What follows belongs to an exercise in optimizing a design on an open flow for small area, a short achievable clock period and few clock cycles; a production flow would make more cautious choices. Function was checked by simulation only, so behaviour that the tests miss may differ from the original.

<file path="flow/design.v">
module FFT_TOP #(
    parameter N = 32,
    word_size = 16
) (
    input wire clk, reset, en,
    input wire input_valid, receiver_ready,
    input wire [word_size*2-1: 0] i_input_sample1, i_input_sample2,
    output wire output_valid,
    output wire [word_size*2-1: 0] o_output_sample1, o_output_sample2
);
localparam S_IN = 2'd0, S_COMP = 2'd1, S_OUT = 2'd2;
reg [1:0] state;
reg [3:0] in_cnt;
reg [5:0] q;             
reg [4:0] out_m;         
reg direct;              
reg [2:0] drain;
reg rr_r;                
function [1:0] bank_of;
    input [4:0] a;
    bank_of = {a[1] ^ a[3] ^ a[4], a[0] ^ a[2] ^ a[4]};
endfunction
function [4:0] rotl5;
    input [4:0] x;
    input [2:0] s;
    case (s)
        3'd0: rotl5 = x;
        3'd1: rotl5 = {x[3:0], x[4]};
        3'd2: rotl5 = {x[2:0], x[4:3]};
        3'd3: rotl5 = {x[1:0], x[4:2]};
        default: rotl5 = {x[0], x[4:1]};
    endcase
endfunction
wire comp = (state == S_COMP);
wire pre = (state == S_IN) && (in_cnt >= 4'd7) && (in_cnt != 4'd15);
wire [2:0] t0 = in_cnt[2:0] + 3'd1;                       
wire issuing = comp || pre;
wire [2:0] s = pre ? 3'd0 : {1'b0, q[4:3]} + 3'd1;
wire [2:0] i3 = pre ? {t0[0], t0[1], t0[2]} : q[2:0];
wire slot_v = pre || comp;
reg [4:0] aP1, aP2, aQ1, aQ2;
reg [3:0] twP, twQ;
always @(*) begin
    if (s == 3'd4) begin
        aP1 = {1'b0, i3, 1'b0};
        aP2 = {1'b1, i3, 1'b0};
        aQ1 = {1'b0, i3, 1'b1};
        aQ2 = {1'b1, i3, 1'b1};
        twP = {i3, 1'b0};
        twQ = {i3, 1'b1};
    end else if (s == 3'd3) begin
        aP1 = rotl5({i3[1:0], i3[2], 2'b00}, 3'd3);
        aQ1 = rotl5({i3[1:0], i3[2], 2'b10}, 3'd3);
        aP2 = aP1 | 5'd8;
        aQ2 = aQ1 | 5'd8;
        twP = {i3[1:0], i3[2], 1'b0};
        twQ = {i3[1:0], i3[2], 1'b0};
    end else begin
        aP1 = rotl5({1'b0, i3, 1'b0}, s);
        aQ1 = rotl5({1'b1, i3, 1'b0}, s);
        aP2 = aP1 | (5'd1 << s);
        aQ2 = aQ1 | (5'd1 << s);
        case (s)
            3'd0: begin twP = 4'd0;              twQ = 4'd0; end
            3'd1: begin twP = 4'd0;              twQ = 4'd8; end
            3'd2: begin twP = {1'b0, i3[2], 2'b0}; twQ = {1'b1, i3[2], 2'b0}; end
            default: begin twP = 4'd0;              twQ = 4'd0; end
        endcase
    end
end
wire d_beat, m_beat, d_first;
reg [4:0] out_m_n;
always @(*) begin
    out_m_n = out_m;
    if (d_beat)
        out_m_n = d_first ? (rr_r ? 5'd1 : 5'd0) : (direct ? out_m + 5'd1 : out_m);
    if (m_beat)
        out_m_n = (out_m[3:0] == 4'd15) ? 5'd0 : out_m + 5'd1;
end
wire [4:0] oa1 = {out_m_n[3:0], 1'b0};
wire [4:0] oa2 = {out_m_n[3:0], 1'b1};
wire [4:0] ad0 = issuing ? aP1 : oa1;
wire [4:0] ad1 = issuing ? aP2 : oa2;
wire [4:0] ad2 = aQ1;
wire [4:0] ad3 = aQ2;
wire [1:0] bk0 = bank_of(ad0), bk1 = bank_of(ad1), bk2 = bank_of(ad2), bk3 = bank_of(ad3);
reg [1:0] g_src0, g_src1, g_src2, g_src3;    
reg [1:0] g_op0, g_op1, g_op2, g_op3;        
reg [2:0] g_ix0, g_ix1, g_ix2, g_ix3;        
reg [3:0] g_twP, g_twQ;
reg g_l4, g_v, g_pre;
reg [2:0] g_i;
function [1:0] op_in;        
    input [1:0] b, k0, k1, k2, k3;
    op_in = (k0 == b) ? 2'd0 : (k1 == b) ? 2'd1 : (k2 == b) ? 2'd2 : 2'd3;
endfunction
function [2:0] ix_in;
    input [1:0] b, k0, k1, k2, k3;
    input [4:0] x0, x1, x2, x3;
    ix_in = (k0 == b) ? x0[4:2] : (k1 == b) ? x1[4:2] : (k2 == b) ? x2[4:2] : x3[4:2];
endfunction
always @(posedge clk) begin
    g_src0 <= bk0; g_src1 <= bk1; g_src2 <= bk2; g_src3 <= bk3;
    g_op0 <= op_in(2'd0, bk0, bk1, bk2, bk3);
    g_op1 <= op_in(2'd1, bk0, bk1, bk2, bk3);
    g_op2 <= op_in(2'd2, bk0, bk1, bk2, bk3);
    g_op3 <= op_in(2'd3, bk0, bk1, bk2, bk3);
    g_ix0 <= ix_in(2'd0, bk0, bk1, bk2, bk3, ad0, ad1, ad2, ad3);
    g_ix1 <= ix_in(2'd1, bk0, bk1, bk2, bk3, ad0, ad1, ad2, ad3);
    g_ix2 <= ix_in(2'd2, bk0, bk1, bk2, bk3, ad0, ad1, ad2, ad3);
    g_ix3 <= ix_in(2'd3, bk0, bk1, bk2, bk3, ad0, ad1, ad2, ad3);
    g_twP <= twP;
    g_twQ <= twQ;
    g_l4 <= (s == 3'd4);
    g_i <= i3;
    g_pre <= pre;
end
reg [31:0] bank0 [0:7];
reg [31:0] bank1 [0:7];
reg [31:0] bank2 [0:7];
reg [31:0] bank3 [0:7];
function [71:0] tw_digits;       
    input [3:0] k;
    case (k)
        4'd0: tw_digits = {24'h400005, 24'h000000, 24'h000000};
        4'd1: tw_digits = {24'h42ac71, 24'h195070, 24'h0b1150};
        4'd2: tw_digits = {24'h556200, 24'ha45009, 24'h34102d};
        4'd3: tw_digits = {24'h56e568, 24'ha31188, 24'h2150a8};
        4'd4: tw_digits = {24'h2adc01, 24'hb89405, 24'h2adc01};
        4'd5: tw_digits = {24'h2150a8, 24'hc4ac48, 24'h56e568};
        4'd6: tw_digits = {24'h34102d, 24'hc72a00, 24'h556200};
        4'd7: tw_digits = {24'h0b1030, 24'hc0e555, 24'h42ac71};
        4'd8: tw_digits = {24'h000000, 24'hc00001, 24'h400005};
        4'd9: tw_digits = {24'h195070, 24'hc0e555, 24'h42ac71};
        4'd10: tw_digits = {24'ha45009, 24'hc72a00, 24'h556200};
        4'd11: tw_digits = {24'ha31188, 24'hc4ac48, 24'h56e568};
        4'd12: tw_digits = {24'hb89405, 24'hb89405, 24'h2adc01};
        4'd13: tw_digits = {24'hc4ac48, 24'ha31188, 24'h2150a8};
        4'd14: tw_digits = {24'hc72a00, 24'ha45009, 24'h34102d};
        default: tw_digits = {24'hc0e555, 24'h195070, 24'h0b1150};
    endcase
endfunction
wire [31:0] rd0 = bank0[g_ix0];
wire [31:0] rd1 = bank1[g_ix1];
wire [31:0] rd2 = bank2[g_ix2];
wire [31:0] rd3 = bank3[g_ix3];
function [31:0] pick;
    input [1:0] b;
    input [31:0] x0, x1, x2, x3;
    case (b)
        2'd0: pick = x0;
        2'd1: pick = x1;
        2'd2: pick = x2;
        default: pick = x3;
    endcase
endfunction
wire [31:0] rAP = pick(g_src0, rd0, rd1, rd2, rd3);
wire [31:0] rBP = g_pre ? i_input_sample1 : pick(g_src1, rd0, rd1, rd2, rd3);
wire [31:0] rAQ = pick(g_src2, rd0, rd1, rd2, rd3);
wire [31:0] rBQ = g_pre ? i_input_sample2 : pick(g_src3, rd0, rd1, rd2, rd3);
wire [71:0] dgP = tw_digits(g_twP);
wire [71:0] dgQ = tw_digits(g_twQ);
wire [31:0] outP1, outP2, outQ1, outQ2;
bfu bfP (.clk(clk), .A(rAP), .B(rBP), .dr(dgP[71:48]), .di(dgP[47:24]), .dn(dgP[23:0]),
    .out1(outP1), .out2(outP2));
bfu bfQ (.clk(clk), .A(rAQ), .B(rBQ), .dr(dgQ[71:48]), .di(dgQ[47:24]), .dn(dgQ[23:0]),
    .out1(outQ1), .out2(outQ2));
reg r_v, k_v, m_v;
reg r_l4, k_l4, m_l4;
reg [2:0] r_i, k_i, m_i;
reg [1:0] r_op0, r_op1, r_op2, r_op3, k_op0, k_op1, k_op2, k_op3, m_op0, m_op1, m_op2, m_op3;
reg [2:0] r_ix0, r_ix1, r_ix2, r_ix3, k_ix0, k_ix1, k_ix2, k_ix3, m_ix0, m_ix1, m_ix2, m_ix3;
always @(posedge clk) begin
    r_l4 <= g_l4; k_l4 <= r_l4; m_l4 <= k_l4;
    r_i <= g_i; k_i <= r_i; m_i <= k_i;
    r_op0 <= g_op0; r_op1 <= g_op1; r_op2 <= g_op2; r_op3 <= g_op3;
    k_op0 <= r_op0; k_op1 <= r_op1; k_op2 <= r_op2; k_op3 <= r_op3;
    m_op0 <= k_op0; m_op1 <= k_op1; m_op2 <= k_op2; m_op3 <= k_op3;
    r_ix0 <= g_ix0; r_ix1 <= g_ix1; r_ix2 <= g_ix2; r_ix3 <= g_ix3;
    k_ix0 <= r_ix0; k_ix1 <= r_ix1; k_ix2 <= r_ix2; k_ix3 <= r_ix3;
    m_ix0 <= k_ix0; m_ix1 <= k_ix1; m_ix2 <= k_ix2; m_ix3 <= k_ix3;
end
wire [3:0] in_a = {in_cnt[0], in_cnt[1], in_cnt[2], in_cnt[3]};
wire [1:0] inb1 = bank_of({1'b0, in_a});
wire [1:0] inb2 = bank_of({1'b1, in_a});
wire in_phase = (state == S_IN) && !in_cnt[3];
function [31:0] wsel;
    input in_ph;
    input [1:0] b, inb1, op;
    input [31:0] s1, s2, p1, p2, q1, q2;
    if (in_ph)
        wsel = (inb1 == b) ? s1 : s2;
    else
        wsel = pick(op, p1, p2, q1, q2);
endfunction
wire [31:0] wd0 = wsel(in_phase, 2'd0, inb1, m_op0, i_input_sample1, i_input_sample2, outP1, outP2, outQ1, outQ2);
wire [31:0] wd1 = wsel(in_phase, 2'd1, inb1, m_op1, i_input_sample1, i_input_sample2, outP1, outP2, outQ1, outQ2);
wire [31:0] wd2 = wsel(in_phase, 2'd2, inb1, m_op2, i_input_sample1, i_input_sample2, outP1, outP2, outQ1, outQ2);
wire [31:0] wd3 = wsel(in_phase, 2'd3, inb1, m_op3, i_input_sample1, i_input_sample2, outP1, outP2, outQ1, outQ2);
wire [2:0] in_ix1 = {1'b0, in_a[3:2]};
wire [2:0] in_ix2 = {1'b1, in_a[3:2]};
wire we0 = in_phase ? (inb1 == 2'd0 || inb2 == 2'd0) : m_v;
wire we1 = in_phase ? (inb1 == 2'd1 || inb2 == 2'd1) : m_v;
wire we2 = in_phase ? (inb1 == 2'd2 || inb2 == 2'd2) : m_v;
wire we3 = in_phase ? (inb1 == 2'd3 || inb2 == 2'd3) : m_v;
wire [2:0] wi0 = in_phase ? ((inb1 == 2'd0) ? in_ix1 : in_ix2) : m_ix0;
wire [2:0] wi1 = in_phase ? ((inb1 == 2'd1) ? in_ix1 : in_ix2) : m_ix1;
wire [2:0] wi2 = in_phase ? ((inb1 == 2'd2) ? in_ix1 : in_ix2) : m_ix2;
wire [2:0] wi3 = in_phase ? ((inb1 == 2'd3) ? in_ix1 : in_ix2) : m_ix3;
always @(posedge clk) begin
    if (we0) bank0[wi0] <= wd0;
    if (we1) bank1[wi1] <= wd1;
    if (we2) bank2[wi2] <= wd2;
    if (we3) bank3[wi3] <= wd3;
end
reg [31:0] o1, o2;
reg ov;
assign output_valid = ov;
assign o_output_sample1 = o1;
assign o_output_sample2 = o2;
assign d_beat = m_v && m_l4;                  
assign d_first = (m_i == 3'd0);
assign m_beat = (state == S_OUT) && (drain == 3'd0) && rr_r;
always @(posedge clk) begin
    o1 <= d_beat ? outP1 : rAP;
    o2 <= d_beat ? outQ1 : rBP;
end
always @(posedge clk or posedge reset) begin
    if (reset) begin
        state <= S_IN;
        in_cnt <= 4'd0;
        q <= 6'd0;
        out_m <= 5'd0;
        direct <= 1'b0;
        drain <= 3'd0;
        rr_r <= 1'b0;
        g_v <= 1'b0; r_v <= 1'b0; k_v <= 1'b0; m_v <= 1'b0;
        ov <= 1'b0;
    end else begin
        rr_r <= receiver_ready;
        out_m <= out_m_n;
        g_v <= slot_v;
        r_v <= g_v;
        k_v <= r_v;
        m_v <= k_v;
        ov <= 1'b0;
        case (state)
            S_IN: begin
                if (input_valid) begin
                    in_cnt <= in_cnt + 4'd1;
                    if (in_cnt == 4'd15) begin
                        state <= S_COMP;
                        q <= 6'd0;
                    end
                end
            end
            S_COMP: begin
                q <= q + 6'd1;
                if (q == 6'd31) begin
                    state <= S_OUT;
                    drain <= 3'd4;
                end
            end
            default: ;
        endcase
        if (d_beat) begin
            if (d_first) begin
                direct <= rr_r;
                ov <= rr_r;
            end else
                ov <= direct;
        end
        if (state == S_OUT) begin
            if (drain != 3'd0)
                drain <= drain - 3'd1;
            else if (rr_r) begin
                ov <= 1'b1;
                if (out_m[3:0] == 4'd15)
                    state <= S_IN;
            end
        end
    end
end
endmodule
module bfu (
    input wire clk,
    input wire [31:0] A, B,
    input wire [23:0] dr, di, dn,
    output wire [31:0] out1, out2
);
reg [31:0] r_A, r_B;
reg [23:0] r_dr0, r_dr1, r_di, r_dn;
always @(posedge clk) begin
    r_A <= A;
    r_B <= B;
    r_dr0 <= dr;
    r_dr1 <= dr;
    r_di <= di;
    r_dn <= dn;
end
function [17:0] pprow;
    input [15:0] x;
    input [2:0] d;
    reg [16:0] m;
    begin
        m = d[0] ? {x[15], x} : (d[1] ? {x, 1'b0} : 17'd0);
        pprow = {~(m[16] ^ d[2]), m ^ {17{d[2]}}};
    end
endfunction
localparam [30:0] KROW = 31'h00004000 - 31'h55540000;
wire [15:0] Br = r_B[31:16], Bi = r_B[15:0];
wire [31*19-1:0] re_rows, im_rows;
genvar gi;
generate
    for (gi = 0; gi < 8; gi = gi + 1) begin : pp
        wire [2:0] cr0 = r_dr0[3*gi+2:3*gi];
        wire [2:0] cr1 = r_dr1[3*gi+2:3*gi];
        wire [2:0] ci = r_di[3*gi+2:3*gi];
        wire [2:0] cn = r_dn[3*gi+2:3*gi];                      
        wire [48:0] sr0 = {31'd0, pprow(Br, cr0)} << (2*gi);    
        wire [48:0] sr1 = {31'd0, pprow(Bi, cn)} << (2*gi);     
        wire [48:0] si0 = {31'd0, pprow(Bi, cr1)} << (2*gi);    
        wire [48:0] si1 = {31'd0, pprow(Br, ci)} << (2*gi);     
        assign re_rows[31*(2*gi)+30:31*(2*gi)] = sr0[30:0];
        assign re_rows[31*(2*gi+1)+30:31*(2*gi+1)] = sr1[30:0];
        assign im_rows[31*(2*gi)+30:31*(2*gi)] = si0[30:0];
        assign im_rows[31*(2*gi+1)+30:31*(2*gi+1)] = si1[30:0];
        assign re_rows[31*16+2*gi+1:31*16+2*gi] = {1'b0, cr0[2]};
        assign re_rows[31*17+2*gi+1:31*17+2*gi] = {1'b0, cn[2]};
        assign im_rows[31*16+2*gi+1:31*16+2*gi] = {1'b0, cr1[2]};
        assign im_rows[31*17+2*gi+1:31*17+2*gi] = {1'b0, ci[2]};
    end
endgenerate
assign re_rows[31*17-1:31*16+16] = 15'd0;
assign re_rows[31*18-1:31*17+16] = 15'd0;
assign im_rows[31*17-1:31*16+16] = 15'd0;
assign im_rows[31*18-1:31*17+16] = 15'd0;
assign re_rows[31*19-1:31*18] = KROW;
assign im_rows[31*19-1:31*18] = KROW;
wire [31*4-1:0] re_r4, im_r4;
dadda19to4 re_tree (.rows(re_rows), .o(re_r4));
dadda19to4 im_tree (.rows(im_rows), .o(im_r4));
reg [31*4-1:0] k_re, k_im;
reg [31:0] k_A;
always @(posedge clk) begin
    k_re <= re_r4;
    k_im <= im_r4;
    k_A <= r_A;
end
wire [30:0] re_s, re_c, im_s, im_c;
csa_4to2 re_tree2 (.rows(k_re), .s(re_s), .c(re_c));
csa_4to2 im_tree2 (.rows(k_im), .s(im_s), .c(im_c));
wire [15:0] re_lo = {1'b0, re_s[14:0]} + {1'b0, re_c[14:0]};
wire [15:0] im_lo = {1'b0, im_s[14:0]} + {1'b0, im_c[14:0]};
wire [15:0] re_hi = re_s[30:15] + re_c[30:15];
wire [15:0] im_hi = im_s[30:15] + im_c[30:15];
reg [31:0] m_T, m_A;
reg m_kR, m_kI;
always @(posedge clk) begin
    m_T <= {re_hi, im_hi};
    m_kR <= re_lo[15];
    m_kI <= im_lo[15];
    m_A <= k_A;
end
wire [15:0] Tr = m_T[31:16], Ti = m_T[15:0];
wire [15:0] Ar = m_A[31:16], Ai = m_A[15:0];
assign out1 = {Ar + Tr + {15'd0, m_kR}, Ai + Ti + {15'd0, m_kI}};
assign out2 = {Ar + ~Tr + {15'd0, ~m_kR}, Ai + ~Ti + {15'd0, ~m_kI}};
endmodule
module csa_4to2 (
    input wire [31*4-1:0] rows,
    output wire [30:0] s, c
);
function [61:0] csa;
    input [30:0] a, b, d;
    begin
        csa[30:0] = a ^ b ^ d;
        csa[61:31] = {(a[29:0] & b[29:0]) | (a[29:0] & d[29:0]) | (b[29:0] & d[29:0]), 1'b0};
    end
endfunction
wire [61:0] l5_0 = csa(rows[30:0], rows[61:31], rows[92:62]);
wire [61:0] l6_0 = csa(l5_0[30:0], l5_0[61:31], rows[123:93]);
assign s = l6_0[30:0];
assign c = l6_0[61:31];
endmodule
module dadda19to4 (
    input wire [31*19-1:0] rows,
    output wire [31*4-1:0] o
);
wire h0_s = rows[10] ^ rows[41];
wire h0_c = rows[10] & rows[41];
wire f1_s = rows[12] ^ rows[43] ^ rows[74];
wire f1_c = (rows[12] & rows[43]) | (rows[12] & rows[74]) | (rows[43] & rows[74]);
wire h2_s = rows[105] ^ rows[136];
wire h2_c = rows[105] & rows[136];
wire f3_s = rows[13] ^ rows[44] ^ rows[75];
wire f3_c = (rows[13] & rows[44]) | (rows[13] & rows[75]) | (rows[44] & rows[75]);
wire h4_s = rows[106] ^ rows[137];
wire h4_c = rows[106] & rows[137];
wire f5_s = rows[14] ^ rows[45] ^ rows[76];
wire f5_c = (rows[14] & rows[45]) | (rows[14] & rows[76]) | (rows[45] & rows[76]);
wire f6_s = rows[107] ^ rows[138] ^ rows[169];
wire f6_c = (rows[107] & rows[138]) | (rows[107] & rows[169]) | (rows[138] & rows[169]);
wire f7_s = rows[200] ^ rows[231] ^ rows[262];
wire f7_c = (rows[200] & rows[231]) | (rows[200] & rows[262]) | (rows[231] & rows[262]);
wire f8_s = rows[293] ^ rows[324] ^ rows[355];
wire f8_c = (rows[293] & rows[324]) | (rows[293] & rows[355]) | (rows[324] & rows[355]);
wire f9_s = rows[15] ^ rows[46] ^ rows[77];
wire f9_c = (rows[15] & rows[46]) | (rows[15] & rows[77]) | (rows[46] & rows[77]);
wire f10_s = rows[108] ^ rows[139] ^ rows[170];
wire f10_c = (rows[108] & rows[139]) | (rows[108] & rows[170]) | (rows[139] & rows[170]);
wire f11_s = rows[201] ^ rows[232] ^ rows[263];
wire f11_c = (rows[201] & rows[232]) | (rows[201] & rows[263]) | (rows[232] & rows[263]);
wire h12_s = rows[294] ^ rows[325];
wire h12_c = rows[294] & rows[325];
wire f13_s = rows[16] ^ rows[47] ^ rows[78];
wire f13_c = (rows[16] & rows[47]) | (rows[16] & rows[78]) | (rows[47] & rows[78]);
wire f14_s = rows[109] ^ rows[140] ^ rows[171];
wire f14_c = (rows[109] & rows[140]) | (rows[109] & rows[171]) | (rows[140] & rows[171]);
wire f15_s = rows[202] ^ rows[233] ^ rows[264];
wire f15_c = (rows[202] & rows[233]) | (rows[202] & rows[264]) | (rows[233] & rows[264]);
wire h16_s = rows[295] ^ rows[326];
wire h16_c = rows[295] & rows[326];
wire f17_s = rows[17] ^ rows[48] ^ rows[79];
wire f17_c = (rows[17] & rows[48]) | (rows[17] & rows[79]) | (rows[48] & rows[79]);
wire f18_s = rows[110] ^ rows[141] ^ rows[172];
wire f18_c = (rows[110] & rows[141]) | (rows[110] & rows[172]) | (rows[141] & rows[172]);
wire f19_s = rows[203] ^ rows[234] ^ rows[265];
wire f19_c = (rows[203] & rows[234]) | (rows[203] & rows[265]) | (rows[234] & rows[265]);
wire h20_s = rows[296] ^ rows[327];
wire h20_c = rows[296] & rows[327];
wire f21_s = rows[80] ^ rows[111] ^ rows[142];
wire f21_c = (rows[80] & rows[111]) | (rows[80] & rows[142]) | (rows[111] & rows[142]);
wire f22_s = rows[173] ^ rows[204] ^ rows[235];
wire f22_c = (rows[173] & rows[204]) | (rows[173] & rows[235]) | (rows[204] & rows[235]);
wire f23_s = rows[266] ^ rows[297] ^ rows[328];
wire f23_c = (rows[266] & rows[297]) | (rows[266] & rows[328]) | (rows[297] & rows[328]);
wire f24_s = rows[81] ^ rows[112] ^ rows[143];
wire f24_c = (rows[81] & rows[112]) | (rows[81] & rows[143]) | (rows[112] & rows[143]);
wire f25_s = rows[174] ^ rows[205] ^ rows[236];
wire f25_c = (rows[174] & rows[205]) | (rows[174] & rows[236]) | (rows[205] & rows[236]);
wire h26_s = rows[267] ^ rows[298];
wire h26_c = rows[267] & rows[298];
wire f27_s = rows[144] ^ rows[175] ^ rows[206];
wire f27_c = (rows[144] & rows[175]) | (rows[144] & rows[206]) | (rows[175] & rows[206]);
wire h28_s = rows[145] ^ rows[176];
wire h28_c = rows[145] & rows[176];
wire h29_s = rows[6] ^ rows[37];
wire h29_c = rows[6] & rows[37];
wire f30_s = rows[8] ^ rows[39] ^ rows[70];
wire f30_c = (rows[8] & rows[39]) | (rows[8] & rows[70]) | (rows[39] & rows[70]);
wire h31_s = rows[101] ^ rows[132];
wire h31_c = rows[101] & rows[132];
wire f32_s = rows[9] ^ rows[40] ^ rows[71];
wire f32_c = (rows[9] & rows[40]) | (rows[9] & rows[71]) | (rows[40] & rows[71]);
wire h33_s = rows[102] ^ rows[133];
wire h33_c = rows[102] & rows[133];
wire f34_s = h0_s ^ rows[72] ^ rows[103];
wire f34_c = (h0_s & rows[72]) | (h0_s & rows[103]) | (rows[72] & rows[103]);
wire f35_s = rows[134] ^ rows[165] ^ rows[196];
wire f35_c = (rows[134] & rows[165]) | (rows[134] & rows[196]) | (rows[165] & rows[196]);
wire f36_s = rows[227] ^ rows[258] ^ rows[289];
wire f36_c = (rows[227] & rows[258]) | (rows[227] & rows[289]) | (rows[258] & rows[289]);
wire f37_s = rows[11] ^ rows[42] ^ rows[73];
wire f37_c = (rows[11] & rows[42]) | (rows[11] & rows[73]) | (rows[42] & rows[73]);
wire f38_s = rows[104] ^ rows[135] ^ rows[166];
wire f38_c = (rows[104] & rows[135]) | (rows[104] & rows[166]) | (rows[135] & rows[166]);
wire f39_s = rows[197] ^ rows[228] ^ rows[259];
wire f39_c = (rows[197] & rows[228]) | (rows[197] & rows[259]) | (rows[228] & rows[259]);
wire h40_s = rows[290] ^ rows[321];
wire h40_c = rows[290] & rows[321];
wire f41_s = f1_s ^ h2_s ^ rows[167];
wire f41_c = (f1_s & h2_s) | (f1_s & rows[167]) | (h2_s & rows[167]);
wire f42_s = rows[198] ^ rows[229] ^ rows[260];
wire f42_c = (rows[198] & rows[229]) | (rows[198] & rows[260]) | (rows[229] & rows[260]);
wire f43_s = rows[291] ^ rows[322] ^ rows[353];
wire f43_c = (rows[291] & rows[322]) | (rows[291] & rows[353]) | (rows[322] & rows[353]);
wire f44_s = rows[384] ^ rows[415] ^ rows[508];
wire f44_c = (rows[384] & rows[415]) | (rows[384] & rows[508]) | (rows[415] & rows[508]);
wire f45_s = f3_s ^ h4_s ^ rows[168];
wire f45_c = (f3_s & h4_s) | (f3_s & rows[168]) | (h4_s & rows[168]);
wire f46_s = rows[199] ^ rows[230] ^ rows[261];
wire f46_c = (rows[199] & rows[230]) | (rows[199] & rows[261]) | (rows[230] & rows[261]);
wire f47_s = rows[292] ^ rows[323] ^ rows[354];
wire f47_c = (rows[292] & rows[323]) | (rows[292] & rows[354]) | (rows[323] & rows[354]);
wire f48_s = rows[385] ^ rows[416] ^ f1_c;
wire f48_c = (rows[385] & rows[416]) | (rows[385] & f1_c) | (rows[416] & f1_c);
wire f49_s = f5_s ^ f6_s ^ f7_s;
wire f49_c = (f5_s & f6_s) | (f5_s & f7_s) | (f6_s & f7_s);
wire f50_s = f8_s ^ rows[386] ^ rows[417];
wire f50_c = (f8_s & rows[386]) | (f8_s & rows[417]) | (rows[386] & rows[417]);
wire f51_s = rows[448] ^ rows[479] ^ rows[510];
wire f51_c = (rows[448] & rows[479]) | (rows[448] & rows[510]) | (rows[479] & rows[510]);
wire f52_s = rows[541] ^ 1'b1 ^ f3_c;
wire f52_c = (rows[541] & 1'b1) | (rows[541] & f3_c) | (1'b1 & f3_c);
wire f53_s = f9_s ^ f10_s ^ f11_s;
wire f53_c = (f9_s & f10_s) | (f9_s & f11_s) | (f10_s & f11_s);
wire f54_s = h12_s ^ rows[356] ^ rows[387];
wire f54_c = (h12_s & rows[356]) | (h12_s & rows[387]) | (rows[356] & rows[387]);
wire f55_s = rows[418] ^ rows[449] ^ rows[480];
wire f55_c = (rows[418] & rows[449]) | (rows[418] & rows[480]) | (rows[449] & rows[480]);
wire f56_s = f5_c ^ f6_c ^ f7_c;
wire f56_c = (f5_c & f6_c) | (f5_c & f7_c) | (f6_c & f7_c);
wire f57_s = f13_s ^ f14_s ^ f15_s;
wire f57_c = (f13_s & f14_s) | (f13_s & f15_s) | (f14_s & f15_s);
wire f58_s = h16_s ^ rows[357] ^ rows[388];
wire f58_c = (h16_s & rows[357]) | (h16_s & rows[388]) | (rows[357] & rows[388]);
wire f59_s = rows[419] ^ rows[450] ^ rows[481];
wire f59_c = (rows[419] & rows[450]) | (rows[419] & rows[481]) | (rows[450] & rows[481]);
wire f60_s = f9_c ^ f10_c ^ f11_c;
wire f60_c = (f9_c & f10_c) | (f9_c & f11_c) | (f10_c & f11_c);
wire f61_s = f17_s ^ f18_s ^ f19_s;
wire f61_c = (f17_s & f18_s) | (f17_s & f19_s) | (f18_s & f19_s);
wire f62_s = h20_s ^ rows[358] ^ rows[389];
wire f62_c = (h20_s & rows[358]) | (h20_s & rows[389]) | (rows[358] & rows[389]);
wire f63_s = rows[420] ^ rows[451] ^ rows[482];
wire f63_c = (rows[420] & rows[451]) | (rows[420] & rows[482]) | (rows[451] & rows[482]);
wire f64_s = f13_c ^ f14_c ^ f15_c;
wire f64_c = (f13_c & f14_c) | (f13_c & f15_c) | (f14_c & f15_c);
wire f65_s = f21_s ^ f22_s ^ f23_s;
wire f65_c = (f21_s & f22_s) | (f21_s & f23_s) | (f22_s & f23_s);
wire f66_s = rows[359] ^ rows[390] ^ rows[421];
wire f66_c = (rows[359] & rows[390]) | (rows[359] & rows[421]) | (rows[390] & rows[421]);
wire f67_s = rows[452] ^ rows[483] ^ 1'b1;
wire f67_c = (rows[452] & rows[483]) | (rows[452] & 1'b1) | (rows[483] & 1'b1);
wire f68_s = f17_c ^ f18_c ^ f19_c;
wire f68_c = (f17_c & f18_c) | (f17_c & f19_c) | (f18_c & f19_c);
wire f69_s = f24_s ^ f25_s ^ h26_s;
wire f69_c = (f24_s & f25_s) | (f24_s & h26_s) | (f25_s & h26_s);
wire f70_s = rows[329] ^ rows[360] ^ rows[391];
wire f70_c = (rows[329] & rows[360]) | (rows[329] & rows[391]) | (rows[360] & rows[391]);
wire f71_s = rows[422] ^ rows[453] ^ rows[484];
wire f71_c = (rows[422] & rows[453]) | (rows[422] & rows[484]) | (rows[453] & rows[484]);
wire f72_s = 1'b1 ^ f21_c ^ f22_c;
wire f72_c = (1'b1 & f21_c) | (1'b1 & f22_c) | (f21_c & f22_c);
wire f73_s = f27_s ^ rows[237] ^ rows[268];
wire f73_c = (f27_s & rows[237]) | (f27_s & rows[268]) | (rows[237] & rows[268]);
wire f74_s = rows[299] ^ rows[330] ^ rows[361];
wire f74_c = (rows[299] & rows[330]) | (rows[299] & rows[361]) | (rows[330] & rows[361]);
wire f75_s = rows[392] ^ rows[423] ^ rows[454];
wire f75_c = (rows[392] & rows[423]) | (rows[392] & rows[454]) | (rows[423] & rows[454]);
wire f76_s = rows[485] ^ f24_c ^ f25_c;
wire f76_c = (rows[485] & f24_c) | (rows[485] & f25_c) | (f24_c & f25_c);
wire f77_s = h28_s ^ rows[207] ^ rows[238];
wire f77_c = (h28_s & rows[207]) | (h28_s & rows[238]) | (rows[207] & rows[238]);
wire f78_s = rows[269] ^ rows[300] ^ rows[331];
wire f78_c = (rows[269] & rows[300]) | (rows[269] & rows[331]) | (rows[300] & rows[331]);
wire f79_s = rows[362] ^ rows[393] ^ rows[424];
wire f79_c = (rows[362] & rows[393]) | (rows[362] & rows[424]) | (rows[393] & rows[424]);
wire f80_s = rows[455] ^ rows[486] ^ 1'b1;
wire f80_c = (rows[455] & rows[486]) | (rows[455] & 1'b1) | (rows[486] & 1'b1);
wire f81_s = rows[208] ^ rows[239] ^ rows[270];
wire f81_c = (rows[208] & rows[239]) | (rows[208] & rows[270]) | (rows[239] & rows[270]);
wire f82_s = rows[301] ^ rows[332] ^ rows[363];
wire f82_c = (rows[301] & rows[332]) | (rows[301] & rows[363]) | (rows[332] & rows[363]);
wire f83_s = rows[394] ^ rows[425] ^ rows[456];
wire f83_c = (rows[394] & rows[425]) | (rows[394] & rows[456]) | (rows[425] & rows[456]);
wire f84_s = rows[209] ^ rows[240] ^ rows[271];
wire f84_c = (rows[209] & rows[240]) | (rows[209] & rows[271]) | (rows[240] & rows[271]);
wire f85_s = rows[302] ^ rows[333] ^ rows[364];
wire f85_c = (rows[302] & rows[333]) | (rows[302] & rows[364]) | (rows[333] & rows[364]);
wire h86_s = rows[395] ^ rows[426];
wire h86_c = rows[395] & rows[426];
wire f87_s = rows[272] ^ rows[303] ^ rows[334];
wire f87_c = (rows[272] & rows[303]) | (rows[272] & rows[334]) | (rows[303] & rows[334]);
wire h88_s = rows[273] ^ rows[304];
wire h88_c = rows[273] & rows[304];
wire f89_s = rows[4] ^ rows[35] ^ rows[66];
wire f89_c = (rows[4] & rows[35]) | (rows[4] & rows[66]) | (rows[35] & rows[66]);
wire h90_s = rows[5] ^ rows[36];
wire h90_c = rows[5] & rows[36];
wire f91_s = h29_s ^ rows[68] ^ rows[99];
wire f91_c = (h29_s & rows[68]) | (h29_s & rows[99]) | (rows[68] & rows[99]);
wire f92_s = rows[130] ^ rows[161] ^ rows[192];
wire f92_c = (rows[130] & rows[161]) | (rows[130] & rows[192]) | (rows[161] & rows[192]);
wire f93_s = rows[7] ^ rows[38] ^ rows[69];
wire f93_c = (rows[7] & rows[38]) | (rows[7] & rows[69]) | (rows[38] & rows[69]);
wire f94_s = rows[100] ^ rows[131] ^ rows[162];
wire f94_c = (rows[100] & rows[131]) | (rows[100] & rows[162]) | (rows[131] & rows[162]);
wire h95_s = rows[193] ^ rows[224];
wire h95_c = rows[193] & rows[224];
wire f96_s = f30_s ^ h31_s ^ rows[163];
wire f96_c = (f30_s & h31_s) | (f30_s & rows[163]) | (h31_s & rows[163]);
wire f97_s = rows[194] ^ rows[225] ^ rows[256];
wire f97_c = (rows[194] & rows[225]) | (rows[194] & rows[256]) | (rows[225] & rows[256]);
wire f98_s = rows[287] ^ rows[504] ^ rows[535];
wire f98_c = (rows[287] & rows[504]) | (rows[287] & rows[535]) | (rows[504] & rows[535]);
wire f99_s = f32_s ^ h33_s ^ rows[164];
wire f99_c = (f32_s & h33_s) | (f32_s & rows[164]) | (h33_s & rows[164]);
wire f100_s = rows[195] ^ rows[226] ^ rows[257];
wire f100_c = (rows[195] & rows[226]) | (rows[195] & rows[257]) | (rows[226] & rows[257]);
wire f101_s = rows[288] ^ f30_c ^ h31_c;
wire f101_c = (rows[288] & f30_c) | (rows[288] & h31_c) | (f30_c & h31_c);
wire f102_s = f34_s ^ f35_s ^ f36_s;
wire f102_c = (f34_s & f35_s) | (f34_s & f36_s) | (f35_s & f36_s);
wire f103_s = rows[320] ^ rows[351] ^ rows[506];
wire f103_c = (rows[320] & rows[351]) | (rows[320] & rows[506]) | (rows[351] & rows[506]);
wire f104_s = rows[537] ^ f32_c ^ h33_c;
wire f104_c = (rows[537] & f32_c) | (rows[537] & h33_c) | (f32_c & h33_c);
wire f105_s = f37_s ^ f38_s ^ f39_s;
wire f105_c = (f37_s & f38_s) | (f37_s & f39_s) | (f38_s & f39_s);
wire f106_s = h40_s ^ rows[352] ^ h0_c;
wire f106_c = (h40_s & rows[352]) | (h40_s & h0_c) | (rows[352] & h0_c);
wire f107_s = f34_c ^ f35_c ^ f36_c;
wire f107_c = (f34_c & f35_c) | (f34_c & f36_c) | (f35_c & f36_c);
wire f108_s = f41_s ^ f42_s ^ f43_s;
wire f108_c = (f41_s & f42_s) | (f41_s & f43_s) | (f42_s & f43_s);
wire f109_s = f44_s ^ rows[539] ^ f37_c;
wire f109_c = (f44_s & rows[539]) | (f44_s & f37_c) | (rows[539] & f37_c);
wire f110_s = f38_c ^ f39_c ^ h40_c;
wire f110_c = (f38_c & f39_c) | (f38_c & h40_c) | (f39_c & h40_c);
wire f111_s = f45_s ^ f46_s ^ f47_s;
wire f111_c = (f45_s & f46_s) | (f45_s & f47_s) | (f46_s & f47_s);
wire f112_s = f48_s ^ h2_c ^ f41_c;
wire f112_c = (f48_s & h2_c) | (f48_s & f41_c) | (h2_c & f41_c);
wire f113_s = f42_c ^ f43_c ^ f44_c;
wire f113_c = (f42_c & f43_c) | (f42_c & f44_c) | (f43_c & f44_c);
wire f114_s = f49_s ^ f50_s ^ f51_s;
wire f114_c = (f49_s & f50_s) | (f49_s & f51_s) | (f50_s & f51_s);
wire f115_s = f52_s ^ h4_c ^ f45_c;
wire f115_c = (f52_s & h4_c) | (f52_s & f45_c) | (h4_c & f45_c);
wire f116_s = f46_c ^ f47_c ^ f48_c;
wire f116_c = (f46_c & f47_c) | (f46_c & f48_c) | (f47_c & f48_c);
wire f117_s = f53_s ^ f54_s ^ f55_s;
wire f117_c = (f53_s & f54_s) | (f53_s & f55_s) | (f54_s & f55_s);
wire f118_s = f56_s ^ f8_c ^ f49_c;
wire f118_c = (f56_s & f8_c) | (f56_s & f49_c) | (f8_c & f49_c);
wire f119_s = f50_c ^ f51_c ^ f52_c;
wire f119_c = (f50_c & f51_c) | (f50_c & f52_c) | (f51_c & f52_c);
wire f120_s = f57_s ^ f58_s ^ f59_s;
wire f120_c = (f57_s & f58_s) | (f57_s & f59_s) | (f58_s & f59_s);
wire f121_s = f60_s ^ h12_c ^ f53_c;
wire f121_c = (f60_s & h12_c) | (f60_s & f53_c) | (h12_c & f53_c);
wire f122_s = f54_c ^ f55_c ^ f56_c;
wire f122_c = (f54_c & f55_c) | (f54_c & f56_c) | (f55_c & f56_c);
wire f123_s = f61_s ^ f62_s ^ f63_s;
wire f123_c = (f61_s & f62_s) | (f61_s & f63_s) | (f62_s & f63_s);
wire f124_s = f64_s ^ h16_c ^ f57_c;
wire f124_c = (f64_s & h16_c) | (f64_s & f57_c) | (h16_c & f57_c);
wire f125_s = f58_c ^ f59_c ^ f60_c;
wire f125_c = (f58_c & f59_c) | (f58_c & f60_c) | (f59_c & f60_c);
wire f126_s = f65_s ^ f66_s ^ f67_s;
wire f126_c = (f65_s & f66_s) | (f65_s & f67_s) | (f66_s & f67_s);
wire f127_s = f68_s ^ h20_c ^ f61_c;
wire f127_c = (f68_s & h20_c) | (f68_s & f61_c) | (h20_c & f61_c);
wire f128_s = f62_c ^ f63_c ^ f64_c;
wire f128_c = (f62_c & f63_c) | (f62_c & f64_c) | (f63_c & f64_c);
wire f129_s = f69_s ^ f70_s ^ f71_s;
wire f129_c = (f69_s & f70_s) | (f69_s & f71_s) | (f70_s & f71_s);
wire f130_s = f72_s ^ f23_c ^ f65_c;
wire f130_c = (f72_s & f23_c) | (f72_s & f65_c) | (f23_c & f65_c);
wire f131_s = f66_c ^ f67_c ^ f68_c;
wire f131_c = (f66_c & f67_c) | (f66_c & f68_c) | (f67_c & f68_c);
wire f132_s = f73_s ^ f74_s ^ f75_s;
wire f132_c = (f73_s & f74_s) | (f73_s & f75_s) | (f74_s & f75_s);
wire f133_s = f76_s ^ h26_c ^ f69_c;
wire f133_c = (f76_s & h26_c) | (f76_s & f69_c) | (h26_c & f69_c);
wire f134_s = f70_c ^ f71_c ^ f72_c;
wire f134_c = (f70_c & f71_c) | (f70_c & f72_c) | (f71_c & f72_c);
wire f135_s = f77_s ^ f78_s ^ f79_s;
wire f135_c = (f77_s & f78_s) | (f77_s & f79_s) | (f78_s & f79_s);
wire f136_s = f80_s ^ f27_c ^ f73_c;
wire f136_c = (f80_s & f27_c) | (f80_s & f73_c) | (f27_c & f73_c);
wire f137_s = f74_c ^ f75_c ^ f76_c;
wire f137_c = (f74_c & f75_c) | (f74_c & f76_c) | (f75_c & f76_c);
wire f138_s = f81_s ^ f82_s ^ f83_s;
wire f138_c = (f81_s & f82_s) | (f81_s & f83_s) | (f82_s & f83_s);
wire f139_s = rows[487] ^ h28_c ^ f77_c;
wire f139_c = (rows[487] & h28_c) | (rows[487] & f77_c) | (h28_c & f77_c);
wire f140_s = f78_c ^ f79_c ^ f80_c;
wire f140_c = (f78_c & f79_c) | (f78_c & f80_c) | (f79_c & f80_c);
wire f141_s = f84_s ^ f85_s ^ h86_s;
wire f141_c = (f84_s & f85_s) | (f84_s & h86_s) | (f85_s & h86_s);
wire f142_s = rows[457] ^ rows[488] ^ 1'b1;
wire f142_c = (rows[457] & rows[488]) | (rows[457] & 1'b1) | (rows[488] & 1'b1);
wire f143_s = f81_c ^ f82_c ^ f83_c;
wire f143_c = (f81_c & f82_c) | (f81_c & f83_c) | (f82_c & f83_c);
wire f144_s = f87_s ^ rows[365] ^ rows[396];
wire f144_c = (f87_s & rows[365]) | (f87_s & rows[396]) | (rows[365] & rows[396]);
wire f145_s = rows[427] ^ rows[458] ^ rows[489];
wire f145_c = (rows[427] & rows[458]) | (rows[427] & rows[489]) | (rows[458] & rows[489]);
wire f146_s = f84_c ^ f85_c ^ h86_c;
wire f146_c = (f84_c & f85_c) | (f84_c & h86_c) | (f85_c & h86_c);
wire f147_s = h88_s ^ rows[335] ^ rows[366];
wire f147_c = (h88_s & rows[335]) | (h88_s & rows[366]) | (rows[335] & rows[366]);
wire f148_s = rows[397] ^ rows[428] ^ rows[459];
wire f148_c = (rows[397] & rows[428]) | (rows[397] & rows[459]) | (rows[428] & rows[459]);
wire f149_s = rows[490] ^ 1'b1 ^ f87_c;
wire f149_c = (rows[490] & 1'b1) | (rows[490] & f87_c) | (1'b1 & f87_c);
wire f150_s = rows[336] ^ rows[367] ^ rows[398];
wire f150_c = (rows[336] & rows[367]) | (rows[336] & rows[398]) | (rows[367] & rows[398]);
wire f151_s = rows[429] ^ rows[460] ^ rows[491];
wire f151_c = (rows[429] & rows[460]) | (rows[429] & rows[491]) | (rows[460] & rows[491]);
wire f152_s = rows[337] ^ rows[368] ^ rows[399];
wire f152_c = (rows[337] & rows[368]) | (rows[337] & rows[399]) | (rows[368] & rows[399]);
wire h153_s = rows[430] ^ rows[461];
wire h153_c = rows[430] & rows[461];
wire f154_s = rows[2] ^ rows[33] ^ rows[64];
wire f154_c = (rows[2] & rows[33]) | (rows[2] & rows[64]) | (rows[33] & rows[64]);
wire h155_s = rows[3] ^ rows[34];
wire h155_c = rows[3] & rows[34];
wire f156_s = f89_s ^ rows[97] ^ rows[128];
wire f156_c = (f89_s & rows[97]) | (f89_s & rows[128]) | (rows[97] & rows[128]);
wire h157_s = rows[159] ^ rows[500];
wire h157_c = rows[159] & rows[500];
wire f158_s = h90_s ^ rows[67] ^ rows[98];
wire f158_c = (h90_s & rows[67]) | (h90_s & rows[98]) | (rows[67] & rows[98]);
wire f159_s = rows[129] ^ rows[160] ^ f89_c;
wire f159_c = (rows[129] & rows[160]) | (rows[129] & f89_c) | (rows[160] & f89_c);
wire f160_s = f91_s ^ f92_s ^ rows[223];
wire f160_c = (f91_s & f92_s) | (f91_s & rows[223]) | (f92_s & rows[223]);
wire f161_s = rows[502] ^ rows[533] ^ h90_c;
wire f161_c = (rows[502] & rows[533]) | (rows[502] & h90_c) | (rows[533] & h90_c);
wire f162_s = f93_s ^ f94_s ^ h95_s;
wire f162_c = (f93_s & f94_s) | (f93_s & h95_s) | (f94_s & h95_s);
wire f163_s = h29_c ^ f91_c ^ f92_c;
wire f163_c = (h29_c & f91_c) | (h29_c & f92_c) | (f91_c & f92_c);
wire f164_s = f96_s ^ f97_s ^ f98_s;
wire f164_c = (f96_s & f97_s) | (f96_s & f98_s) | (f97_s & f98_s);
wire f165_s = f93_c ^ f94_c ^ h95_c;
wire f165_c = (f93_c & f94_c) | (f93_c & h95_c) | (f94_c & h95_c);
wire f166_s = f99_s ^ f100_s ^ f101_s;
wire f166_c = (f99_s & f100_s) | (f99_s & f101_s) | (f100_s & f101_s);
wire f167_s = f96_c ^ f97_c ^ f98_c;
wire f167_c = (f96_c & f97_c) | (f96_c & f98_c) | (f97_c & f98_c);
wire f168_s = f102_s ^ f103_s ^ f104_s;
wire f168_c = (f102_s & f103_s) | (f102_s & f104_s) | (f103_s & f104_s);
wire f169_s = f99_c ^ f100_c ^ f101_c;
wire f169_c = (f99_c & f100_c) | (f99_c & f101_c) | (f100_c & f101_c);
wire f170_s = f105_s ^ f106_s ^ f107_s;
wire f170_c = (f105_s & f106_s) | (f105_s & f107_s) | (f106_s & f107_s);
wire f171_s = f102_c ^ f103_c ^ f104_c;
wire f171_c = (f102_c & f103_c) | (f102_c & f104_c) | (f103_c & f104_c);
wire f172_s = f108_s ^ f109_s ^ f110_s;
wire f172_c = (f108_s & f109_s) | (f108_s & f110_s) | (f109_s & f110_s);
wire f173_s = f105_c ^ f106_c ^ f107_c;
wire f173_c = (f105_c & f106_c) | (f105_c & f107_c) | (f106_c & f107_c);
wire f174_s = f111_s ^ f112_s ^ f113_s;
wire f174_c = (f111_s & f112_s) | (f111_s & f113_s) | (f112_s & f113_s);
wire f175_s = f108_c ^ f109_c ^ f110_c;
wire f175_c = (f108_c & f109_c) | (f108_c & f110_c) | (f109_c & f110_c);
wire f176_s = f114_s ^ f115_s ^ f116_s;
wire f176_c = (f114_s & f115_s) | (f114_s & f116_s) | (f115_s & f116_s);
wire f177_s = f111_c ^ f112_c ^ f113_c;
wire f177_c = (f111_c & f112_c) | (f111_c & f113_c) | (f112_c & f113_c);
wire f178_s = f117_s ^ f118_s ^ f119_s;
wire f178_c = (f117_s & f118_s) | (f117_s & f119_s) | (f118_s & f119_s);
wire f179_s = f114_c ^ f115_c ^ f116_c;
wire f179_c = (f114_c & f115_c) | (f114_c & f116_c) | (f115_c & f116_c);
wire f180_s = f120_s ^ f121_s ^ f122_s;
wire f180_c = (f120_s & f121_s) | (f120_s & f122_s) | (f121_s & f122_s);
wire f181_s = f117_c ^ f118_c ^ f119_c;
wire f181_c = (f117_c & f118_c) | (f117_c & f119_c) | (f118_c & f119_c);
wire f182_s = f123_s ^ f124_s ^ f125_s;
wire f182_c = (f123_s & f124_s) | (f123_s & f125_s) | (f124_s & f125_s);
wire f183_s = f120_c ^ f121_c ^ f122_c;
wire f183_c = (f120_c & f121_c) | (f120_c & f122_c) | (f121_c & f122_c);
wire f184_s = f126_s ^ f127_s ^ f128_s;
wire f184_c = (f126_s & f127_s) | (f126_s & f128_s) | (f127_s & f128_s);
wire f185_s = f123_c ^ f124_c ^ f125_c;
wire f185_c = (f123_c & f124_c) | (f123_c & f125_c) | (f124_c & f125_c);
wire f186_s = f129_s ^ f130_s ^ f131_s;
wire f186_c = (f129_s & f130_s) | (f129_s & f131_s) | (f130_s & f131_s);
wire f187_s = f126_c ^ f127_c ^ f128_c;
wire f187_c = (f126_c & f127_c) | (f126_c & f128_c) | (f127_c & f128_c);
wire f188_s = f132_s ^ f133_s ^ f134_s;
wire f188_c = (f132_s & f133_s) | (f132_s & f134_s) | (f133_s & f134_s);
wire f189_s = f129_c ^ f130_c ^ f131_c;
wire f189_c = (f129_c & f130_c) | (f129_c & f131_c) | (f130_c & f131_c);
wire f190_s = f135_s ^ f136_s ^ f137_s;
wire f190_c = (f135_s & f136_s) | (f135_s & f137_s) | (f136_s & f137_s);
wire f191_s = f132_c ^ f133_c ^ f134_c;
wire f191_c = (f132_c & f133_c) | (f132_c & f134_c) | (f133_c & f134_c);
wire f192_s = f138_s ^ f139_s ^ f140_s;
wire f192_c = (f138_s & f139_s) | (f138_s & f140_s) | (f139_s & f140_s);
wire f193_s = f135_c ^ f136_c ^ f137_c;
wire f193_c = (f135_c & f136_c) | (f135_c & f137_c) | (f136_c & f137_c);
wire f194_s = f141_s ^ f142_s ^ f143_s;
wire f194_c = (f141_s & f142_s) | (f141_s & f143_s) | (f142_s & f143_s);
wire f195_s = f138_c ^ f139_c ^ f140_c;
wire f195_c = (f138_c & f139_c) | (f138_c & f140_c) | (f139_c & f140_c);
wire f196_s = f144_s ^ f145_s ^ f146_s;
wire f196_c = (f144_s & f145_s) | (f144_s & f146_s) | (f145_s & f146_s);
wire f197_s = f141_c ^ f142_c ^ f143_c;
wire f197_c = (f141_c & f142_c) | (f141_c & f143_c) | (f142_c & f143_c);
wire f198_s = f147_s ^ f148_s ^ f149_s;
wire f198_c = (f147_s & f148_s) | (f147_s & f149_s) | (f148_s & f149_s);
wire f199_s = f144_c ^ f145_c ^ f146_c;
wire f199_c = (f144_c & f145_c) | (f144_c & f146_c) | (f145_c & f146_c);
wire f200_s = f150_s ^ f151_s ^ h88_c;
wire f200_c = (f150_s & f151_s) | (f150_s & h88_c) | (f151_s & h88_c);
wire f201_s = f147_c ^ f148_c ^ f149_c;
wire f201_c = (f147_c & f148_c) | (f147_c & f149_c) | (f148_c & f149_c);
wire f202_s = f152_s ^ h153_s ^ rows[492];
wire f202_c = (f152_s & h153_s) | (f152_s & rows[492]) | (h153_s & rows[492]);
wire f203_s = 1'b1 ^ f150_c ^ f151_c;
wire f203_c = (1'b1 & f150_c) | (1'b1 & f151_c) | (f150_c & f151_c);
wire f204_s = rows[400] ^ rows[431] ^ rows[462];
wire f204_c = (rows[400] & rows[431]) | (rows[400] & rows[462]) | (rows[431] & rows[462]);
wire f205_s = rows[493] ^ f152_c ^ h153_c;
wire f205_c = (rows[493] & f152_c) | (rows[493] & h153_c) | (f152_c & h153_c);
wire f206_s = rows[401] ^ rows[432] ^ rows[463];
wire f206_c = (rows[401] & rows[432]) | (rows[401] & rows[463]) | (rows[432] & rows[463]);
wire h207_s = rows[494] ^ 1'b1;
wire h207_c = rows[494] & 1'b1;
assign o[30:0] = {rows[464], f206_s, f204_s, f202_s, f200_s, f198_s, f196_s, f194_s, f192_s, f190_s, f188_s, f186_s, f184_s, f182_s, f180_s, f178_s, f176_s, f174_s, f172_s, f170_s, f168_s, f166_s, f164_s, f162_s, f160_s, f158_s, f156_s, h155_s, f154_s, rows[1], rows[0]};
assign o[61:31] = {rows[495], h207_s, f205_s, f203_s, f201_s, f199_s, f197_s, f195_s, f193_s, f191_s, f189_s, f187_s, f185_s, f183_s, f181_s, f179_s, f177_s, f175_s, f173_s, f171_s, f169_s, f167_s, f165_s, f163_s, f161_s, f159_s, h157_s, rows[65], rows[95], rows[32], rows[31]};
assign o[92:62] = {f206_c, f204_c, f202_c, f200_c, f198_c, f196_c, f194_c, f192_c, f190_c, f188_c, f186_c, f184_c, f182_c, f180_c, f178_c, f176_c, f174_c, f172_c, f170_c, f168_c, f166_c, f164_c, f162_c, f160_c, f158_c, f156_c, rows[531], rows[96], rows[498], 1'b0, rows[496]};
assign o[123:93] = {h207_c, f205_c, f203_c, f201_c, f199_c, f197_c, f195_c, f193_c, f191_c, f189_c, f187_c, f185_c, f183_c, f181_c, f179_c, f177_c, f175_c, f173_c, f171_c, f169_c, f167_c, f165_c, f163_c, f161_c, f159_c, h157_c, h155_c, f154_c, rows[529], 1'b0, rows[527]};
endmodule
</file>
<file path="flow/flow/run.sh">
#!/bin/bash
# The standard layout, with timing repair aimed at a 3.4 ns period: the clock
# stays at the design's period, repair_timing is only told to keep a 6.6 ns
# setup margin, without gate cloning (clones overloaded some nets).
# Every step's output goes to its own log here.
set -e
export SETUP_SLACK_MARGIN=6.6
export SKIP_GATE_CLONING=1
bash standard.sh > standard.log 2>&1
</file>
<file path="flow/standard.sh">
#!/bin/bash
# synth_recipe.tcl (not shown) runs the flow's synth.tcl, then flattens the netlist and writes it again
# the make line also repeats each setting of config.mk as NAME=value (left out here)
make -C /OpenROAD-flow-scripts/flow DESIGN_CONFIG=/design/flow/config.mk WORK_HOME=/design/flow/orfs CLKGATE_MAP_FILE= SYNTH_SCRIPT=/design/flow/synth_recipe.tcl "${@:-finish}"
</file>
<file path="flow/config.mk">
export PLATFORM = sky130hd
export DESIGN_NAME = FFT_TOP
export DESIGN_NICKNAME = FFT_TOP
export VERILOG_FILES = /design/flow/design.v
export SDC_FILE = /design/flow/constraint.sdc
export NUM_CORES = 4
export LEC_CHECK = 0
export CAP_MARGIN = 20
export CORE_MARGIN = 2
export CORE_UTILIZATION = 55
export SLEW_MARGIN = 20
</file>
<file path="flow/constraint.sdc">
create_clock -name core_clock -period 10.0 [get_ports {clk}]
set_input_delay 2.0000 -clock core_clock [delete_from_list [all_inputs] [get_ports {clk}]]
set_output_delay 2.0000 -clock core_clock [all_outputs]
set_load 0.01 [all_outputs]
</file>
==> summary.txt <==
## cell usage after synthesis, drive strengths merged (27+ instances only)
cell and count:
a211oi 83, a21boi 124, a21o 28, a21oi 343, a22oi 140, a31oi 65
and2 27, buf 150, clkbuf 566, dfxtp 1038, edfxtp 1024, fa 881
ha 399, inv 830, mux2 228, mux2i 161, mux4 456, nand2 957
nand2b 41, nand3 58, nor2 470, nor2b 117, nor3 80, o211ai 35
o21a 42, o21ai 571, xnor2 712, xor2 322
## registers in the layout, indices dropped and copies added (netlist names), 116 cells and up
register and cells:
bfQ.k_re 122, bfQ.k_im 120, bank0 256, bank3 256, bfP.k_re 116, bank1 256, bfP.k_im 117, bank2 256
## final cells by class
type | count | area [um2] | area share
clock inverter | 122 | 1520 | 0.01076
clock buffer | 281 | 6087 | 0.04307
inverter | 837 | 3177 | 0.02248
timing repair buffer | 618 | 6629 | 0.04691
multi-input combinational | 6652 | 67760 | 0.4795
antenna | 16 | 40.04 | 0.0002833
sequential | 2088 | 52390 | 0.3707
tap | 2975 | 3722 | 0.02634
## worst reg2reg max path, cell delays in order, from the launching register on
cell,delay (ps)
dfxtp_2,340
inv_2,40
fa_2,390
fa_2,360
or2_4,250
a221oi_4,320
o221ai_4,170
o311ai_4,290
and2_4,230
xnor2_4,80
mux4_2,610
nor2_4,160
a21oi_4,70
## cells in the final DEF, fill, tap and decap left out, types with 43 or more instances in the layout
cell	netlist	layout
dfxtp_1	1038	924
clkbuf_16	0	227
dfxtp_2	0	92
ha_1	399	374
inv_1	817	803
a21boi_0	124	106
nand2_1	957	941
a22oi_1	140	126
mux4_2	456	456
a21oi_2	1	51
buf_12	0	72
xor2_1	317	304
nor2_1	466	407
a21oi_1	342	264
a31oi_1	64	46
fa_1	881	847
nor2_4	2	43
clkdlybuf4s50_1	0	67
nor3_1	80	73
edfxtp_1	1024	1024
buf_4	1	263
mux2i_1	160	159
nand3_1	58	54
nor2b_1	117	99
mux2_2	228	227
o21ai_0	569	496
xnor2_1	710	675
buf_2	6	59
clkinv_2	0	43
buf_6	5	102
a211oi_1	81	58
o21ai_1	2	45
## what timing repair did
item,CTS,global route
buffers inserted,150,116
hold endpoints to repair,0,0
endpoints found under the setup margin,1956,1406
gates cloned,0,0
gates resized for setup,855,497
pin swaps,151,229
hold buffers,0,0
## worst paths after layout
check	to	slack [ps]	depth (start not counted)
worst max-delay path	bank1[5][28]	6420	12
worst min-delay path	bfP.m_A[28]	280	0
worst max register to register	bank1[5][28]	6420	12
worst min register to register	bfP.m_A[28]	280	0
max in group asynchronous	q[3]	8100	2
min in group asynchronous	in_cnt[0]	1470	2
## stage by stage
| step | utilization | hold slack [ps] | area [um2] | std cells | setup WS, ps |
|---|---|---|---|---|---|
| 2_1_floorplan | - | 309.6 | 122600 | 10290 | 6217 |
| 3_3_place_gp | 0.5715 | 309.6 | 126800 | 12900 | 4702 |
| 3_5_place_dp | 0.5715 | 312.0 | 126800 | 12900 | 4684 |
| 4_1_cts | 0.6235 | 283.3 | 138300 | 13460 | 6365 |
| 5_1_grt | 0.6368 | 283.8 | 141300 | 13580 | 6328 |
| 6_report | 0.6370 | 278.4 | 141300 | 13590 | 6422 |
## layer usage
metal	share of wire	vias up	GRT usage
met1	0.38	42540	0.4743
met3	0.11	1163	0.1000
li1	-	35620	-
met4	0.057	34	0.1682
met2	0.45	4848	0.5521
met5	0.00078	-	0
## cells by family (layout without fill, tap and decap cells)
kind of cell / after synthesis / after routing / share of synthesized area
other: 0 / 16 / 0
buffers and inverters: 1553 / 1858 / 0.04802
AND/OR/NAND/NOR: 1863 / 1863 / 0.06541
AO/OA/AOI/OAI: 1630 / 1630 / 0.08306
flip-flops: 2088 / 2088 / 0.4261
adder cells (fa/ha/maj): 1280 / 1280 / 0.1848
XOR/XNOR: 1034 / 1034 / 0.07448
multiplexers: 845 / 845 / 0.1181
==> key figures <==
Yosys
  – Post-synthesis cell area: about 120,000 um2
  – Top cell type's share of synthesized area: 0.2511
  – Asr flop ratio synth: 0.01245
  – Mapped Avg Cell Area: 11.90 um2
  – Post-Syn Nets: 11,640
  – Library cells used by synthesis: 103
  – Post-synth top area cell: edfxtp_1
  – Number of synthesized register bits: 2,088
  – Top FF cell, synth: dfxtp_1
  – Post-synthesis sequential area ratio: 0.4261
  – Ranking of synthesized cells by area: edfxtp_1 25%, dfxtp_1 17%, fa_1 14%, mux4_2 8.4%, xnor2_1 5.1%
  – Yosys warns: 3
  – Mapped Cells: ~10,000
  – EDFF count, synth: 1,024

Setup path
  – Crit Path Max Fanout: 8
  – WP buf/inv: 1
  – Top delay family on crit path: compound AO/OA/AOI/OAI gates
  – CP peak stage delay: approximately 600 ps
  – Worst setup EP type: flip-flop
  – Cell Chain, Critical Path: inv_2 -> fa_2 -> fa_2 -> or2_4 -> a221oi_4 -> o221ai_4 -> o311ai_4 -> and2_4 -> xnor2_4 -> mux4_2 -> nor2_4 -> a21oi_4
  – CP most frequent cell: fa_2
  – Critical Path Start Type: flip-flop
  – R2r startpoint: bfQ.m_kR
  – Worst Setup SP: bfQ.m_kR
  – Critical path class: reg2reg
  – Worst Path Required: around 11,000 ps
  – CP max stage cell: mux4_2
  – Worst path arrival time: 4190 ps

Floorplan
  – Starting Density: 0.5519
  – Die area: 226,400 um2
  – Die width: approximately 480 um
  – Die extent in y: between 400 and 500 um
  – I/O pins: 134
  – Row cnt: 173
  – Core ar.: roughly 220,000 um2

Global route
  – Largest net degree at the start of global routing: 71
  – Gr ovfl total: 0
  – GRT Overall Usage: 0.3593
  – Global-route wire length before repair: just under 600,000 um
  – Vias in the first global route: 84,690
  – Antenna violations before repair: 45

STA
  – Slew @ Worst Pin: 1123 ps
  – Fmax: 0.2795 GHz
  – Worst Clk Skew: 84.09 ps
  – Final TNS setup: 0 ps
  – Worst slew margin: 0.2510
  – Tcrit/Tclk final: 0.3578
  – Fin. max-slew vios: 0
  – Minimum clock period: roughly 3600 ps
  – Unrepaired setup endpoints after global routing: true
  – Setup-failing EPs final: 0
  – Final hold violation count: 0

Clock network
  – Total CTS buffers: approximately 210
  – Worst-Skew Late Latency: 920 ps
  – Clock transition at path regs: 60 ps
  – Clk root buf: clkbuf_16
  – H-tree depth: 4
  – CTS tree: done
  – CTS max path bufs: 3
  – Clk sinks: 2,088

Drt
  – Drc violations: 0
  – Vias/cell: approximately 6.2
  – Antenna Nets Post-Route: 0
  – Drt pass-1 iters: 6
  – DRT iter0 DRCs: 9,804
  – DR vias: between 80,000 and 90,000
  – Detailed-route wire length per cell: 30.12 um
  – Total wire length: 409,400 um

Layout
  – P&R area growth vs syn: 15.41%
  – Layout cell share with drive strength beyond 1: 0.2143
  – Fillers: 17,030
  – Fin nets: between 10,000 and 15,000

Placement
  – Post-DP HPWL: 271,100 um
  – Port Buf Inserts: between 100 and 150
  – Final GP Congestion: roughly 0.95

Hold path
  – Worst Hold Launch: bfP.k_A[28]
  – Hold/Removal Path Class: reg2reg

Outcome
  – Status: timing/DRC/antenna clean

Flow run
  – Max_cap viols: 0
Testbench counts, summed over its fixed seeds: cycles 15,360.

==> separate check: timing with driven ports <==
No port has a modelled driver above. Below, the same layout with a new extraction and two added sets of constraints. Step 1 (the two cells are an assumption about what drives the block):
set clk [get_ports {clk}]
set_driving_cell -lib_cell sky130_fd_sc_hd__clkbuf_16 $clk
set_driving_cell -lib_cell sky130_fd_sc_hd__buf_2 [delete_from_list [all_inputs] $clk]
Step 2 times the ports against the registers' clock, not the clock port: input delays grow and output delays shrink by t, the midpoint of the rising clock arrivals with the driver on. Three values: ideal, step 1, step 2; two values: the first two.
shift t [ns]: 0.977
slack for setup (ns): 6.422 / 6.422 / 5.949
latest minus earliest clock arrival (ns): 0.084 / 0.084
After both steps setup and hold are still met in this run. For this run, drivers alone change the setup slack by 0.000 ns; drivers and shift together by -0.473 ns.
